Background: an optimization exercise with open tools, aiming at small area and a short achievable clock period. Do not read the settings as production practice. Only simulation tests tie the RTL to the original design; equivalence was not proved.

**flow/design.v**
```verilog
package UART_csr_pkg;
parameter  int unsigned NUM_UART_CSR        = 3;
parameter  int unsigned UART_CSR_DATA_WIDTH = 32;
localparam int unsigned UART_CSR_ADDR_WIDTH = $clog2(NUM_UART_CSR);
typedef logic [UART_CSR_ADDR_WIDTH-1:0] uart_csr_addr_t;
typedef logic [UART_CSR_DATA_WIDTH-1:0] uart_csr_data_t;
typedef enum logic {UART_NO_PARITY = 1'b0,   UART_PARITY = 1'b1}     uart_set_parity_e;
typedef enum logic {UART_EVEN_PARITY = 1'b0, UART_ODD_PARITY = 1'b1} uart_parity_e;
typedef enum logic {UART_NO_ERROR = 1'b0,    UART_ERROR = 1'b1}      uart_error_e;
typedef enum logic {UART_FREE = 1'b0,        UART_BUSY = 1'b1}       uart_busy_e;
parameter int unsigned UART_BAUD_RATE_CSR_DONT_CARE_BITS = 0;
parameter int unsigned UART_CONTROL_0_CSR_DONT_CARE_BITS = UART_CSR_DATA_WIDTH - 6;
parameter int unsigned UART_STATUS_0_CSR_DONT_CARE_BITS  = UART_CSR_DATA_WIDTH - 3;
typedef struct packed {
    uart_csr_data_t baud_rate;
} uart_baud_rate_csr_t;
typedef struct packed {
    logic [UART_CONTROL_0_CSR_DONT_CARE_BITS-1:0] dont_care;
    logic [3:0]                                   data_bits;
    uart_parity_e                                 odd_parity;
    uart_set_parity_e                             parity_bit;
} uart_control_0_csr_t;
typedef struct packed {
    logic[UART_STATUS_0_CSR_DONT_CARE_BITS-1:0] dont_care;
    uart_error_e                                data_bits_error;
    uart_error_e                                parity_error;
    uart_busy_e                                 busy;
} uart_status_0_csr_t;
parameter uart_csr_addr_t UART_BAUD_RATE_CSR_ADDR = 'h0;
parameter uart_csr_addr_t UART_CONTROL_0_CSR_ADDR = 'h1;
parameter uart_csr_addr_t UART_STATUS_0_CSR_ADDR  = 'h2;
parameter uart_csr_data_t UART_BAUD_RATE_CSR_RST = 'd5208;       
parameter uart_csr_data_t UART_CONTROL_0_CSR_RST = {{UART_CONTROL_0_CSR_DONT_CARE_BITS{1'b0}}, 4'd8, UART_ODD_PARITY, UART_PARITY}; 
parameter uart_csr_data_t UART_STATUS_0_CSR_RST = {{UART_STATUS_0_CSR_DONT_CARE_BITS{1'b0}}, UART_NO_ERROR, UART_NO_ERROR, UART_FREE};
endpackage
package UART_pkg;
parameter logic UART_START_BIT = 1'b0;
parameter logic UART_STOP_BIT  = 1'b1; 
typedef logic[7:0] uart_data_t;
endpackage
package UART_tx_pkg;
typedef enum logic[1:0] {
    IDLE_S      = 2'd0,
    WAIT_BIT_S  = 2'd1, 
    SHIFT_BIT_S = 2'd2
} tx_state;
endpackage      
package UART_rx_pkg;
typedef enum logic[1:0] {
    IDLE_S      = 2'd0,
    WAIT_BIT_S  = 2'd1, 
    SHIFT_BIT_S = 2'd2,
    DONE_S      = 2'd3
} rx_state;
endpackage      
module shift_register#(
    parameter bit              SHIFT_LEFT  = 1'b1,
    parameter int unsigned     WIDTH       = 8,
    parameter logic[WIDTH-1:0] RST_VAL     = {WIDTH{1'b0}}
)(
    input  logic            clk,
    input  logic            rst_n,
    input  logic[WIDTH-1:0] data_in_p,
    input  logic            data_in_s,
    input  logic            load,
    input  logic            shift,
    output logic[WIDTH-1:0] data_out_p,
    output logic            data_out_s
);
localparam bit SHIFT_RIGHT = ~SHIFT_LEFT;
logic [WIDTH-1:0] shift_reg;
logic [WIDTH-1:0] next_shift_reg;
assign data_out_p = shift_reg;
generate
    if (SHIFT_LEFT) begin : gen_shift_register_left 
        assign next_shift_reg = {shift_reg[WIDTH-2:0], data_in_s};    
        assign data_out_s     = shift_reg[WIDTH-1];
    end else begin : gen_shift_register_right 
        assign next_shift_reg = {data_in_s, shift_reg[WIDTH-1:1]};   
        assign data_out_s     = shift_reg[0];
    end 
endgenerate
always_ff @(posedge clk or negedge rst_n) begin
    if (~rst_n) begin
        shift_reg <= RST_VAL;
    end else begin
        if (load) begin
            shift_reg <= data_in_p;
        end else if (shift) begin
            shift_reg <= next_shift_reg;
        end
    end
end
endmodule   
module timer#(
    parameter bit HALF_PULSE     = 0,
    parameter int unsigned WIDTH = 32
)(
    input  logic            clk,
    input  logic            rst_n,
    input  logic            clr_n,           
    input  logic[WIDTH-1:0] count,
    input  logic            en,
    output logic            half_trigger,    
    output logic            trigger
);
logic[WIDTH-1:0] cntr;
logic[WIDTH-1:0] next_cntr;
assign next_cntr = cntr + 1'b1;
assign trigger = (next_cntr == count);
generate
    if (HALF_PULSE) begin: gen_half_trigger
        assign half_trigger = (next_cntr == (count>>1));
    end else begin: gen_no_half_trigger
        assign half_trigger = 1'b0;
    end
endgenerate
always_ff @(posedge clk or negedge rst_n) begin
    if (~rst_n) begin
        cntr <= {WIDTH{1'b0}};
    end else if (~clr_n) begin
        cntr <= {WIDTH{1'b0}};
    end else if (en) begin
        if (trigger) begin
            cntr <= {WIDTH{1'b0}};
        end else begin
            cntr <= next_cntr;
        end
    end
end
endmodule
module UART_csr (
    input  logic           clk,
    input  logic           rst_n,
    input  UART_csr_pkg::uart_csr_addr_t wr_addr,
    input  UART_csr_pkg::uart_csr_data_t wr_data,
    input  logic           wen,
    input  UART_csr_pkg::uart_csr_addr_t rd_addr,
    output UART_csr_pkg::uart_csr_data_t rd_data,
    input  logic           ren,
    output UART_csr_pkg::uart_baud_rate_csr_t csr_baud_rate,
    output UART_csr_pkg::uart_control_0_csr_t csr_control_0,
    output UART_csr_pkg::uart_status_0_csr_t  csr_status_0,
    input logic           parity_error,
    input UART_csr_pkg::uart_busy_e     busy
);
UART_csr_pkg::uart_baud_rate_csr_t uart_baud_rate_csr;
UART_csr_pkg::uart_control_0_csr_t uart_control_0_csr;
UART_csr_pkg::uart_status_0_csr_t  uart_status_0_csr;
logic write_uart_baud_rate_csr;
logic write_uart_control_0_csr;
logic read_uart_status_0_csr;
logic data_bit_error;
assign csr_baud_rate = uart_baud_rate_csr;
assign csr_control_0 = uart_control_0_csr;
assign csr_status_0  = uart_status_0_csr;
assign write_uart_baud_rate_csr = wen && (wr_addr == UART_csr_pkg::UART_BAUD_RATE_CSR_ADDR);
assign write_uart_control_0_csr = wen && (wr_addr == UART_csr_pkg::UART_CONTROL_0_CSR_ADDR);
assign read_uart_status_0_csr  = ren && (rd_addr == UART_csr_pkg::UART_STATUS_0_CSR_ADDR);
always_ff @(posedge clk or negedge rst_n) begin
    if (~rst_n) begin
        uart_baud_rate_csr <= UART_csr_pkg::UART_BAUD_RATE_CSR_RST;
    end else if (write_uart_baud_rate_csr) begin
        uart_baud_rate_csr <= wr_data;
    end
end
always_ff @(posedge clk or negedge rst_n) begin
    if (~rst_n) begin
        uart_control_0_csr <= UART_csr_pkg::UART_CONTROL_0_CSR_RST;
    end else if (write_uart_control_0_csr) begin
        uart_control_0_csr <= wr_data;
    end
end
assign data_bit_error = (uart_control_0_csr.data_bits < 5) || (uart_control_0_csr.data_bits > 8);
always_ff @(posedge clk or negedge rst_n) begin
    if (~rst_n) begin
        uart_status_0_csr <= UART_csr_pkg::UART_STATUS_0_CSR_RST;
    end else if (read_uart_status_0_csr) begin       
        uart_status_0_csr.data_bits_error <= UART_csr_pkg::UART_NO_ERROR;
        uart_status_0_csr.parity_error    <= UART_csr_pkg::UART_NO_ERROR;
    end else begin
        if (data_bit_error) begin
            uart_status_0_csr.data_bits_error <= UART_csr_pkg::UART_ERROR;
        end
        if (parity_error) begin
            uart_status_0_csr.parity_error    <= UART_csr_pkg::UART_ERROR;
        end
        uart_status_0_csr.busy                <= busy;
    end
end
always_ff @(posedge clk or negedge rst_n) begin
    if (~rst_n) begin
        rd_data <= {UART_csr_pkg::UART_CSR_DATA_WIDTH{1'b0}};
    end else if (ren) begin
        case (rd_addr)
            UART_csr_pkg::UART_BAUD_RATE_CSR_ADDR: begin
                rd_data <= uart_baud_rate_csr;
            end
            UART_csr_pkg::UART_CONTROL_0_CSR_ADDR: begin
                rd_data <= uart_control_0_csr;
            end
            UART_csr_pkg::UART_STATUS_0_CSR_ADDR: begin
                rd_data <= uart_status_0_csr;
            end
            default: begin
                rd_data <= {UART_csr_pkg::UART_CSR_DATA_WIDTH{1'b0}};
            end
        endcase
    end
end
endmodule
module UART_tx_fsm (
    input  logic        clk,
    input  logic        rst_n,
    input  logic        send,
    input  logic        wait_bit_done,
    output logic        tx_data_ready,
    output UART_csr_pkg::uart_busy_e  busy,
    output logic        start_bits,
    output logic        shift_bits,
    output logic        wait_bit_en,
    output logic        wait_bit_rst_n,
    input UART_csr_pkg::uart_baud_rate_csr_t csr_baud_rate,
    input UART_csr_pkg::uart_control_0_csr_t csr_control_0
);
UART_tx_pkg::tx_state state, next_state;
logic[3:0] bits_sent;
logic all_bits_sent;        
logic bits_sent_en;         
logic bits_sent_rst_n;     
logic use_parity_bit;      
always_ff @(posedge clk or negedge rst_n) begin
    if (~rst_n) begin
        state <= UART_tx_pkg::IDLE_S;    
    end else begin
        state <= next_state;
    end    
end
always_comb begin
    case(state)
        UART_tx_pkg::IDLE_S: begin
            next_state = (send) ? UART_tx_pkg::WAIT_BIT_S : UART_tx_pkg::IDLE_S;
        end
        UART_tx_pkg::WAIT_BIT_S: begin
            if (wait_bit_done) begin
                if (~all_bits_sent) begin
                    next_state = UART_tx_pkg::SHIFT_BIT_S;        
                end else begin
                    next_state = UART_tx_pkg::IDLE_S;
                end
            end else begin
                next_state = UART_tx_pkg::WAIT_BIT_S;             
            end
        end
        UART_tx_pkg::SHIFT_BIT_S: begin
            next_state = UART_tx_pkg::WAIT_BIT_S;
        end
        default: begin
            next_state = UART_tx_pkg::IDLE_S;
        end
    endcase
end
always_comb begin
    case(state)
        UART_tx_pkg::IDLE_S: begin
            bits_sent_rst_n   = 1'b0;
            bits_sent_en      = 1'b0;
            tx_data_ready     = 1'b1;
            busy              = UART_csr_pkg::UART_FREE;
            shift_bits        = 1'b0;
            wait_bit_en       = 1'b0;
            wait_bit_rst_n    = 1'b0;
            start_bits        = send;
        end
        UART_tx_pkg::WAIT_BIT_S: begin
            bits_sent_rst_n   = 1'b1;
            bits_sent_en      = 1'b0;
            tx_data_ready     = 1'b0;
            busy              = UART_csr_pkg::UART_BUSY;
            shift_bits        = 1'b0;
            wait_bit_en       = 1'b1;
            wait_bit_rst_n    = 1'b1;
            start_bits        = 1'b0;
        end
        UART_tx_pkg::SHIFT_BIT_S: begin
            bits_sent_rst_n   = 1'b1;
            bits_sent_en      = 1'b1;
            tx_data_ready     = 1'b0;
            busy              = UART_csr_pkg::UART_BUSY;
            shift_bits        = 1'b1;
            wait_bit_en       = 1'b0;
            wait_bit_rst_n    = 1'b0;
            start_bits        = 1'b0;
        end
        default: begin
            bits_sent_rst_n   = 1'b0;
            bits_sent_en      = 1'b0;
            tx_data_ready     = 1'b0;
            busy              = UART_csr_pkg::UART_BUSY;
            shift_bits        = 1'b0;
            wait_bit_en       = 1'b0;
            wait_bit_rst_n    = 1'b0;
            start_bits        = 1'b0;
        end
    endcase
end
always_ff @(posedge clk or negedge rst_n) begin
    if (~rst_n) begin
        bits_sent <= 4'd0;
    end else if (~bits_sent_rst_n) begin
        bits_sent <= 4'd0;
    end else if (bits_sent_en) begin
        bits_sent <= bits_sent + 1'b1;
    end
end
assign use_parity_bit = (csr_control_0.parity_bit == UART_csr_pkg::UART_PARITY);
assign all_bits_sent  = (bits_sent == (csr_control_0.data_bits + use_parity_bit + 1'b1));  
endmodule
module UART_tx_datapath (
    input  logic        clk,
    input  logic        rst_n,
    input  logic        start_bits,
    input  logic        shift_bits,
    input  logic        wait_bit_en,
    input  logic        wait_bit_rst_n,
    input  UART_pkg::uart_data_t  tx_data,
    output logic        wait_bit_done,
    output logic        tx,
    input UART_csr_pkg::uart_baud_rate_csr_t csr_baud_rate,
    input UART_csr_pkg::uart_control_0_csr_t csr_control_0
);
logic[10:0] load_shift_reg_data;
logic parity_bit;
logic parity_bit_stop;
logic odd_parity;
logic even_parity;
shift_register#(
    .SHIFT_LEFT(1'b0),
    .WIDTH(11),           
    .RST_VAL(11'b111_1111_1111)
) shft_reg(
    .clk(clk),
    .rst_n(rst_n),
    .data_in_p(load_shift_reg_data),
    .data_in_s(1'b1),
    .load(start_bits),
    .shift(shift_bits),
    .data_out_s(tx)
);
timer#(
    .HALF_PULSE(1'b0),
    .WIDTH(32)
) wait_bit_timer(
    .clk(clk),
    .rst_n(rst_n),
    .clr_n(wait_bit_rst_n),
    .count(csr_baud_rate),
    .en(wait_bit_en),
    .trigger(wait_bit_done)
);
assign odd_parity = ~even_parity;
assign parity_bit = (csr_control_0.odd_parity) ? odd_parity : even_parity;
assign parity_bit_stop = (csr_control_0.parity_bit) ? parity_bit : UART_pkg::UART_STOP_BIT;
always_comb begin
    case (csr_control_0.data_bits)
        4'd5: begin
            even_parity          = ^tx_data[4:0];
            load_shift_reg_data = {3'b111, UART_pkg::UART_STOP_BIT, parity_bit_stop, tx_data[4:0], UART_pkg::UART_START_BIT};
        end
        4'd6: begin
            even_parity          = ^tx_data[5:0];
            load_shift_reg_data = {2'b1, UART_pkg::UART_STOP_BIT, parity_bit_stop, tx_data[5:0], UART_pkg::UART_START_BIT};
        end
        4'd7: begin
            even_parity          = ^tx_data[6:0];
            load_shift_reg_data = {1'b1, UART_pkg::UART_STOP_BIT, parity_bit_stop, tx_data[6:0], UART_pkg::UART_START_BIT};
        end
        4'd8: begin
            even_parity          = ^tx_data[7:0];
            load_shift_reg_data = {UART_pkg::UART_STOP_BIT, parity_bit_stop, tx_data[7:0], UART_pkg::UART_START_BIT};
        end
        default: begin
            even_parity = 1'b0;
			load_shift_reg_data = 11'b111_1111_1111;
        end
    endcase
end
endmodule
module UART_tx (
    input  logic        clk,
    input  logic        rst_n,
    input  UART_pkg::uart_data_t  tx_data,
    input  logic        send,
    output logic        tx_data_ready,
    output logic        tx,
    input UART_csr_pkg::uart_baud_rate_csr_t csr_baud_rate,
    input UART_csr_pkg::uart_control_0_csr_t csr_control_0,
    output UART_csr_pkg::uart_busy_e  busy
);
logic wait_bit_done;
logic start_bits;
logic shift_bits;
logic wait_bit_en;
logic wait_bit_rst_n;
UART_tx_fsm fsm(
    .clk(clk),
    .rst_n(rst_n),
    .send(send),
    .wait_bit_done(wait_bit_done),
    .tx_data_ready(tx_data_ready),
    .busy(busy),
    .start_bits(start_bits),
    .shift_bits(shift_bits),
    .wait_bit_en(wait_bit_en),
    .wait_bit_rst_n(wait_bit_rst_n),
    .csr_baud_rate(csr_baud_rate),
    .csr_control_0(csr_control_0)
);
UART_tx_datapath datapath(
    .clk(clk),
    .rst_n(rst_n),
    .start_bits(start_bits),
    .shift_bits(shift_bits),
    .wait_bit_en(wait_bit_en),
    .wait_bit_rst_n(wait_bit_rst_n),
    .tx_data(tx_data),
    .wait_bit_done(wait_bit_done),
    .tx(tx),
    .csr_baud_rate(csr_baud_rate),
    .csr_control_0(csr_control_0)
);
endmodule
module UART_rx_fsm (
    input  logic clk,
    input  logic rst_n,
    input  logic rx,
    input  logic wait_bit_done,
    output logic shift_bits,
    output logic wait_bit_en,
    output logic wait_bit_rst_n,
    output logic done,
    input UART_csr_pkg::uart_baud_rate_csr_t csr_baud_rate,
    input UART_csr_pkg::uart_control_0_csr_t csr_control_0
);
UART_rx_pkg::rx_state state, next_state;
logic[3:0] bits_sent;
logic all_bits_sent;        
logic bits_sent_en;         
logic bits_sent_rst_n;     
logic use_parity_bit;      
logic valid_shift;         
always_ff @(posedge clk or negedge rst_n) begin
    if (~rst_n) begin
        state <= UART_rx_pkg::IDLE_S;
    end else begin
        state <= next_state;
    end
end
always_comb begin
    case (state)
        UART_rx_pkg::IDLE_S: begin
            next_state = (~rx) ? UART_rx_pkg::WAIT_BIT_S : UART_rx_pkg::IDLE_S;    
        end
        UART_rx_pkg::WAIT_BIT_S: begin
            if (wait_bit_done) begin
                if (~all_bits_sent) begin
                    next_state = UART_rx_pkg::SHIFT_BIT_S;        
                end else begin
                    next_state = UART_rx_pkg::DONE_S;         
                end
            end else begin
                next_state = UART_rx_pkg::WAIT_BIT_S;             
            end
        end
        UART_rx_pkg::SHIFT_BIT_S: begin
            next_state = UART_rx_pkg::WAIT_BIT_S;
        end
        UART_rx_pkg::DONE_S: begin
            next_state = (~rx) ? UART_rx_pkg::WAIT_BIT_S : UART_rx_pkg::IDLE_S;
        end
        default: begin
            next_state = UART_rx_pkg::IDLE_S;
        end
    endcase
end
always_comb begin
    case(state)
        UART_rx_pkg::IDLE_S: begin
            bits_sent_rst_n   = 1'b0;
            bits_sent_en      = 1'b0;
            shift_bits        = 1'b0;
            wait_bit_en       = 1'b0;
            wait_bit_rst_n    = 1'b0;
            done              = 1'b0;
        end
        UART_rx_pkg::WAIT_BIT_S: begin
            bits_sent_rst_n   = 1'b1;
            bits_sent_en      = 1'b0;
            shift_bits        = 1'b0;
            wait_bit_en       = 1'b1;
            wait_bit_rst_n    = 1'b1;
            done              = 1'b0;
        end
        UART_rx_pkg::SHIFT_BIT_S: begin
            bits_sent_rst_n   = 1'b1;
            bits_sent_en      = 1'b1;
            shift_bits        = valid_shift;
            wait_bit_en       = 1'b0;
            wait_bit_rst_n    = 1'b0;
            done              = 1'b0;
        end
        UART_rx_pkg::DONE_S: begin
            bits_sent_rst_n   = 1'b0;
            bits_sent_en      = 1'b0;
            shift_bits        = 1'b0;
            wait_bit_en       = 1'b0;
            wait_bit_rst_n    = 1'b0;
            done              = 1'b1;
        end
        default: begin
            bits_sent_rst_n   = 1'b0;
            bits_sent_en      = 1'b0;
            shift_bits        = 1'b0;
            wait_bit_en       = 1'b0;
            wait_bit_rst_n    = 1'b0;
            done              = 1'b0;
        end
    endcase
end
always_ff @(posedge clk or negedge rst_n) begin
    if (~rst_n) begin
        bits_sent <= 4'd0;
    end else if (~bits_sent_rst_n) begin
        bits_sent <= 4'd0;
    end else if (bits_sent_en) begin
        bits_sent <= bits_sent + 1'b1;
    end
end
assign use_parity_bit = (csr_control_0.parity_bit == UART_csr_pkg::UART_PARITY);
assign all_bits_sent  = (bits_sent == (csr_control_0.data_bits + use_parity_bit + 1'b1));  
assign valid_shift = (bits_sent <= (csr_control_0.data_bits + use_parity_bit));
endmodule
module UART_rx_datapath (
    input  logic        clk,
    input  logic        rst_n,
    input  logic        rx,
    input  logic        shift_bits,
    input  logic        wait_bit_en,
    input  logic        wait_bit_rst_n,
    input  logic        done,
    input  logic        rx_data_ready,
    output logic        wait_bit_done,
    output UART_pkg::uart_data_t  rx_data,
    output logic        parity_error,
    output logic        rx_data_valid,
    input UART_csr_pkg::uart_baud_rate_csr_t csr_baud_rate,
    input UART_csr_pkg::uart_control_0_csr_t csr_control_0
);
logic sample_rx;
logic [8:0] shift_reg;
logic [7:0] shift_reg_no_parity;
logic rx_sampled;
logic odd_parity;
logic even_parity;
logic parity;
logic check_parity;
logic check_odd;
always_ff @(posedge clk or negedge rst_n) begin
    if (~rst_n) begin
        rx_sampled <= 1'b0;
    end
    else if (sample_rx) begin
        rx_sampled <= rx;    
    end    
end
timer#(
    .HALF_PULSE(1'b1),
    .WIDTH(32)
)wait_bit_timer(
    .clk(clk),
    .rst_n(rst_n),
    .clr_n(wait_bit_rst_n),
    .count(csr_baud_rate),
    .en(wait_bit_en),
    .half_trigger(sample_rx),
    .trigger(wait_bit_done)
);
shift_register#(
    .SHIFT_LEFT(1'b0),
    .WIDTH(9)           
) shft_reg(
    .clk(clk),
    .rst_n(rst_n),
    .data_in_p(9'd0),
    .data_in_s(rx_sampled),
    .load(1'b0),
    .shift(shift_bits),
    .data_out_p(shift_reg)
);
assign shift_reg_no_parity = (csr_control_0.parity_bit) ? shift_reg[7:0] : shift_reg[8:1];
always_ff @(posedge clk or negedge rst_n) begin
    if (~rst_n) begin
        parity       <= 1'b0;
        check_parity <= 1'b0;
        check_odd    <= 1'b0;
        rx_data      <= 8'd0;
    end else if (done) begin
        parity       <= shift_reg[8];
        check_parity <= csr_control_0.parity_bit;
        check_odd    <= csr_control_0.odd_parity;
        case(csr_control_0.data_bits)
            4'd5: begin
                rx_data    <= {3'd0, shift_reg_no_parity[7:3]};
            end
            4'd6: begin
                rx_data    <= {2'd0, shift_reg_no_parity[7:2]};
            end
            4'd7: begin
                rx_data    <= {1'd0, shift_reg_no_parity[7:1]};
            end
            4'd8: begin
                rx_data    <= {shift_reg_no_parity[7:0]};
            end
        endcase
    end 
end
assign even_parity  = ^rx_data;
assign odd_parity  = ~even_parity;
always_comb begin
    if (check_parity) begin
        parity_error = (check_odd) ? (parity != odd_parity) : (parity != even_parity);
    end else begin
	     parity_error = 1'b0;
	 end
end
always_ff @(posedge clk or negedge rst_n) begin
    if (~rst_n) begin
        rx_data_valid <= 1'b0;
    end else if (done) begin
        rx_data_valid <= 1'b1;
    end else if (rx_data_ready) begin
        rx_data_valid <= 1'b0;
    end
end
endmodule
module UART_rx (
    input  logic        clk,
    input  logic        rst_n,
    input  logic        rx_data_ready,
    output UART_pkg::uart_data_t  rx_data,
    output logic        rx_data_valid,
    input  logic        rx,
    output logic        parity_error,
    input UART_csr_pkg::uart_baud_rate_csr_t csr_baud_rate,
    input UART_csr_pkg::uart_control_0_csr_t csr_control_0
);
logic wait_bit_done;
logic start_bits;
logic shift_bits;
logic wait_bit_en;
logic wait_bit_rst_n;
logic done;
UART_rx_fsm fsm(
    .clk(clk),
    .rst_n(rst_n),
    .rx(rx),
    .wait_bit_done(wait_bit_done),
    .shift_bits(shift_bits),
    .wait_bit_en(wait_bit_en),
    .wait_bit_rst_n(wait_bit_rst_n),
    .done(done),
    .csr_baud_rate(csr_baud_rate),
    .csr_control_0(csr_control_0)
);
UART_rx_datapath datapath(
    .clk(clk),
    .rst_n(rst_n),
    .rx(rx),
    .shift_bits(shift_bits),
    .wait_bit_en(wait_bit_en),
    .wait_bit_rst_n(wait_bit_rst_n),
    .done(done),
    .rx_data_ready(rx_data_ready),
    .wait_bit_done(wait_bit_done),
    .rx_data(rx_data),
    .parity_error(parity_error),
    .rx_data_valid(rx_data_valid),
    .csr_baud_rate(csr_baud_rate),
    .csr_control_0(csr_control_0)
);
endmodule
module UART (
    input  logic           clk,
    input  logic           rst_n,
    input  UART_csr_pkg::uart_csr_addr_t csr_wr_addr,
    input  UART_csr_pkg::uart_csr_data_t csr_wr_data,
    input  logic           csr_wen,
    input  UART_csr_pkg::uart_csr_addr_t csr_rd_addr,
    input  logic           csr_ren,
    output UART_csr_pkg::uart_csr_data_t csr_rd_data,
    input  UART_pkg::uart_data_t     tx_data,
    input  logic           tx_send,
    output logic           tx_data_ready,
    output UART_pkg::uart_data_t     rx_data,
    output logic           rx_flag,            
    input  logic           rx_flag_clr,        
    output logic           tx,
    input  logic           rx,
    output logic           parity_error
);
    UART_csr_pkg::uart_baud_rate_csr_t csr_baud_rate;
    UART_csr_pkg::uart_control_0_csr_t csr_control_0;
    UART_csr_pkg::uart_status_0_csr_t  csr_status_0;
    UART_csr_pkg::uart_busy_e uart_busy_f;
    logic uart_parity_error_f;
    assign parity_error = csr_status_0.parity_error;
    UART_csr csr(
        .clk(clk),
        .rst_n(rst_n),
        .wr_addr(csr_wr_addr),
        .wr_data(csr_wr_data),
        .wen(csr_wen),
        .rd_addr(csr_rd_addr),
        .rd_data(csr_rd_data),
        .ren(csr_ren),
        .csr_baud_rate(csr_baud_rate),
        .csr_control_0(csr_control_0),
        .csr_status_0(csr_status_0),
        .parity_error(uart_parity_error_f),
        .busy(uart_busy_f)
    );
    UART_tx tx0(
        .clk(clk),
        .rst_n(rst_n),
        .tx_data(tx_data),
        .send(tx_send),
        .tx_data_ready(tx_data_ready),
        .tx(tx),
        .csr_baud_rate(csr_baud_rate),
        .csr_control_0(csr_control_0),
        .busy(uart_busy_f)
    );
    UART_rx rx0(
        .clk(clk),
        .rst_n(rst_n),
        .rx_data(rx_data),
        .rx_data_valid(rx_flag),
        .rx_data_ready(rx_flag_clr),
        .rx(rx),
        .csr_baud_rate(csr_baud_rate),
        .csr_control_0(csr_control_0),
        .parity_error(uart_parity_error_f)
    );
endmodule
```
**flow/run.sh**
```bash
#!/bin/bash
# synth_recipe.tcl (not shown) runs the flow's synth.tcl, then flattens the netlist and writes it again
# the make line also repeats each setting of config.mk as NAME=value (left out here)
make -C /OpenROAD-flow-scripts/flow DESIGN_CONFIG=/design/flow/config.mk WORK_HOME=/design/flow/orfs CLKGATE_MAP_FILE= SYNTH_SCRIPT=/design/flow/synth_recipe.tcl finish
```
**flow/config.mk**
```make
export PLATFORM = sky130hd
export DESIGN_NAME = UART
export DESIGN_NICKNAME = UART
export VERILOG_FILES = /design/flow/design.v
export SDC_FILE = /design/flow/constraint.sdc
export NUM_CORES = 4
export LEC_CHECK = 0
export CAP_MARGIN = 20
export CORE_MARGIN = 2
export CORE_UTILIZATION = 40
export SLEW_MARGIN = 20
```
**flow/constraint.sdc**
```tcl
create_clock -name core_clock -period 5.0 [get_ports {clk}]
set_input_delay 1.0000 -clock core_clock [delete_from_list [all_inputs] [get_ports {clk}]]
set_output_delay 1.0000 -clock core_clock [all_outputs]
set_load 0.01 [all_outputs]
```
==> results.toml <==
[clock_tree]
cts_made_buffers = 25
cts_tree = "yes"
cts_resized = 0
clock-sinks = 208
clkSlewWorstSetupHoldPaths_ns = 0.06
ctsLongestPathBuffers = 3
clk_latency_ns = 0.54
root_buffer = "clkbuf_16"
cts_setup_buffers = 0
postCtsHoldBufs = 0
htreeDepth = 1

[synthesis]
ys_seq_elements = 208
synth_nets = 1323
yosysSeqAreaShare_pct = 41.9
async_flop_share_pct = 100
netlist_area_um2 = 12500
yosys.area.top_type = "dfrtp_1"
post-synth-top-count-cell = "dfrtp_1"
ys_types = 81
avgSynthCellArea_um2 = 9.97
synth_ff_type = "dfrtp_1"
synth_top_area_share_pct = 37.9
synth_edf_count = 0
synthTopCellsByCount = "189 x dfrtp_1, 105 x nor2_1, 91 x xnor2_1"
yosys_warnings = 9
synth_area_leaders = "dfrtp_1 38%, mux2_2 6.4%, xnor2_1 6.4%"
syn_inst = 1252

[power_and_ir_drop]
ir_drop_uv = 265
p_leak_nw = 6.04
finalPower_mw = 5.18
p_per_area_nw_per_um2 = 355

[detailed_routing]
m1WireLength_um = 17300
wl_met2_um = 16600
drt_iter0_markers = 746
drc_errors = 0
drtPass1Iterations = 5
wl_um = 36900
wl_per_cell_um = 21.5
ant_nets = 0
highest_layer = "met4"
dr_total_vias = 9803
route.met3.wl_um = 1820
vias_per_cell = 5.71

[worst_setup_path]
critPathKind = "reg -> reg"
startpoint_type = "flip-flop"
worstPathMaxFanout = 18
worstPathRequired_ns = 5.39
crit_arrival_ns = 4.32
crit_path_end_kind = "flip-flop"

[die]
die_y_um = 181
rows = 64
die_w_um = 181
core_um2 = 30700
fp.dieArea_um2 = 32600
start_util_pct = 40.7
io_pins = 95

[placement]
gp_congestion = 0.934
hpwlAfterDp_um = 27200
placed_cells = 1672
portBuffers = 94
post_dp_cell_area_um2 = 13700

[timing]
finalCritPeriodShare_pct = 78.6
finClkSkew_ns = 0.0151
max_slew_margin_pct = 34.6
hold_viol = 0
setup_viol = 0
finalSetupTns_ns = 0
rsz0062_at_grt = "false"
drv_slew = 0
final.min_clock_period_ns = 3.93
max_clock_freq_ghz = 0.255
worst_pin_slew_ns = 0.980

[finish]
nNetsFinal = 1374
design_area_um2 = 14600
n_antenna_cell = 0
layout-drive-gt1-share_pct = 13.5
area_growth_pct = 17.0
final_core_util_pct = 47.6
stdcell_count = 1718

[global_route]
grt_antenna_before_repair = 0
grt_max_degree = 113
grtUsageTotal_pct = 22.5
grt_pass1_wl_um = 57700
overflow = 0
grt_pass1_vias = 9617

[status]
status = "timing/DRC/antenna clean"

[job]
drv_cap = 0

[worst_hold_path]
hold_class = "reg -> reg"
## per-layer routing
metal,global-route usage (%),vias up
met2,34.4,286
met4,7.58,0
li1,-,4600
met3,2.95,67
met5,0,-
met1,32.7,4850
## critical path, stage by stage (launching register included)
cell and delay (ns):
dfrtp_1 0.46, ha_1 0.38, and2_1 0.25, nand4_1 0.11
buf_4 0.21, nor4_1 0.39, xnor2_1 0.25, a211o_1 0.35
or4b_1 0.61, o41ai_4 0.40, buf_4 0.30, nor2_1 0.07
## metrics by stage
step	worst slack, ns	hold slack, ns
6_report	1.07	0.481
5_1_grt	0.840	0.499
3_5_place_dp	1.14	0.473
2_1_floorplan	1.62	0.464
4_1_cts	1.10	0.486
3_3_place_gp	1.10	0.463
## worst paths after layout
kind	slack [ns]	startpoint	end	cells after the start
hold reg to reg	0.48	rx0.datapath.rx_data_valid	rx0.datapath.rx_data_valid	1
min in group asynchronous	0.58	rst_n	rx0.fsm.state[1]	1
setup / recovery	1.07	rx0.datapath.wait_bit_timer.cntr[0]	rx0.datapath.wait_bit_timer.cntr[17]	11
setup reg to reg	1.07	rx0.datapath.wait_bit_timer.cntr[0]	rx0.datapath.wait_bit_timer.cntr[17]	11
max in group asynchronous	3.42	rst_n	csr.uart_control_0_csr[1]	2
hold / removal	0.48	rx0.datapath.rx_data_valid	rx0.datapath.rx_data_valid	1
## cells by family after synthesis
kind of cell	count (synthesis)	share of synthesized area [%]
buffers and inverters	153	4.87
muxes	130	11.1
xor gates and xnor gates	149	12.0
DFF	208	41.9
and+or+nand+nor	391	16.9
AOI/OAI and AO/OA	201	11.2
adders and majority gates	20	2.01
## report_power, final
part	internal, mW	switching, mW	total [mW]
clock network	1.19	0.730	1.92
registers	1.86	0.314	2.18
logic	0.556	0.527	1.08
total	3.61	1.57	5.18
## area by class of cell
cell class | count | area (um2)
Clock buffer | 39 | 758
Clock inverter | 7 | 116
Fill cell | 2881 | 16100
Inverter | 63 | 236
Multi-Input combinational cell | 891 | 6660
Sequential cell | 208 | 5230
Tap cell | 396 | 495
Timing Repair Buffer | 114 | 1100
## layout by cell type, fill, tap and decap left out, types with 17 or more instances in the layout
master and instances:
dfstp_2 19, xor2_1 44, nor4_1 17, inv_1 63, clkdlybuf4s50_1 92, and3_1 19
clkbuf_16 25, nand3_1 37, nand4_1 25, nor3_1 31, xnor2_1 91, dfrtp_1 189
nor2_1 105, ha_1 20, mux2_2 71, a21oi_1 37, mux2i_1 59, buf_4 19
nand2_1 69, o21ai_0 37, o22ai_1 35

[afterwards: timing with drivers on the ports]
In the flow no input, the clock included, has a driving cell. The finished layout below was timed again as built, in two steps.
Step 1, drivers: a clkbuf_16 drives clk and a buf_2 each remaining input, both assumed.
Step 2 also shifts input and output timing later by t, the mid clock arrival at the registers, as if the neighbouring blocks saw the same clock.
a / b / c = ideal / step 1 / step 2; a / b = the first two.
shift t [ns]: 0.577
setup slack, ns: 1.072 / 1.072 / 1.072
clock arrival spread, ns: 0.015 / 0.015
After both steps this run still meets setup and hold. The setup slack of this run moves by 0.000 ns with the drivers and by 0.000 ns with both steps.
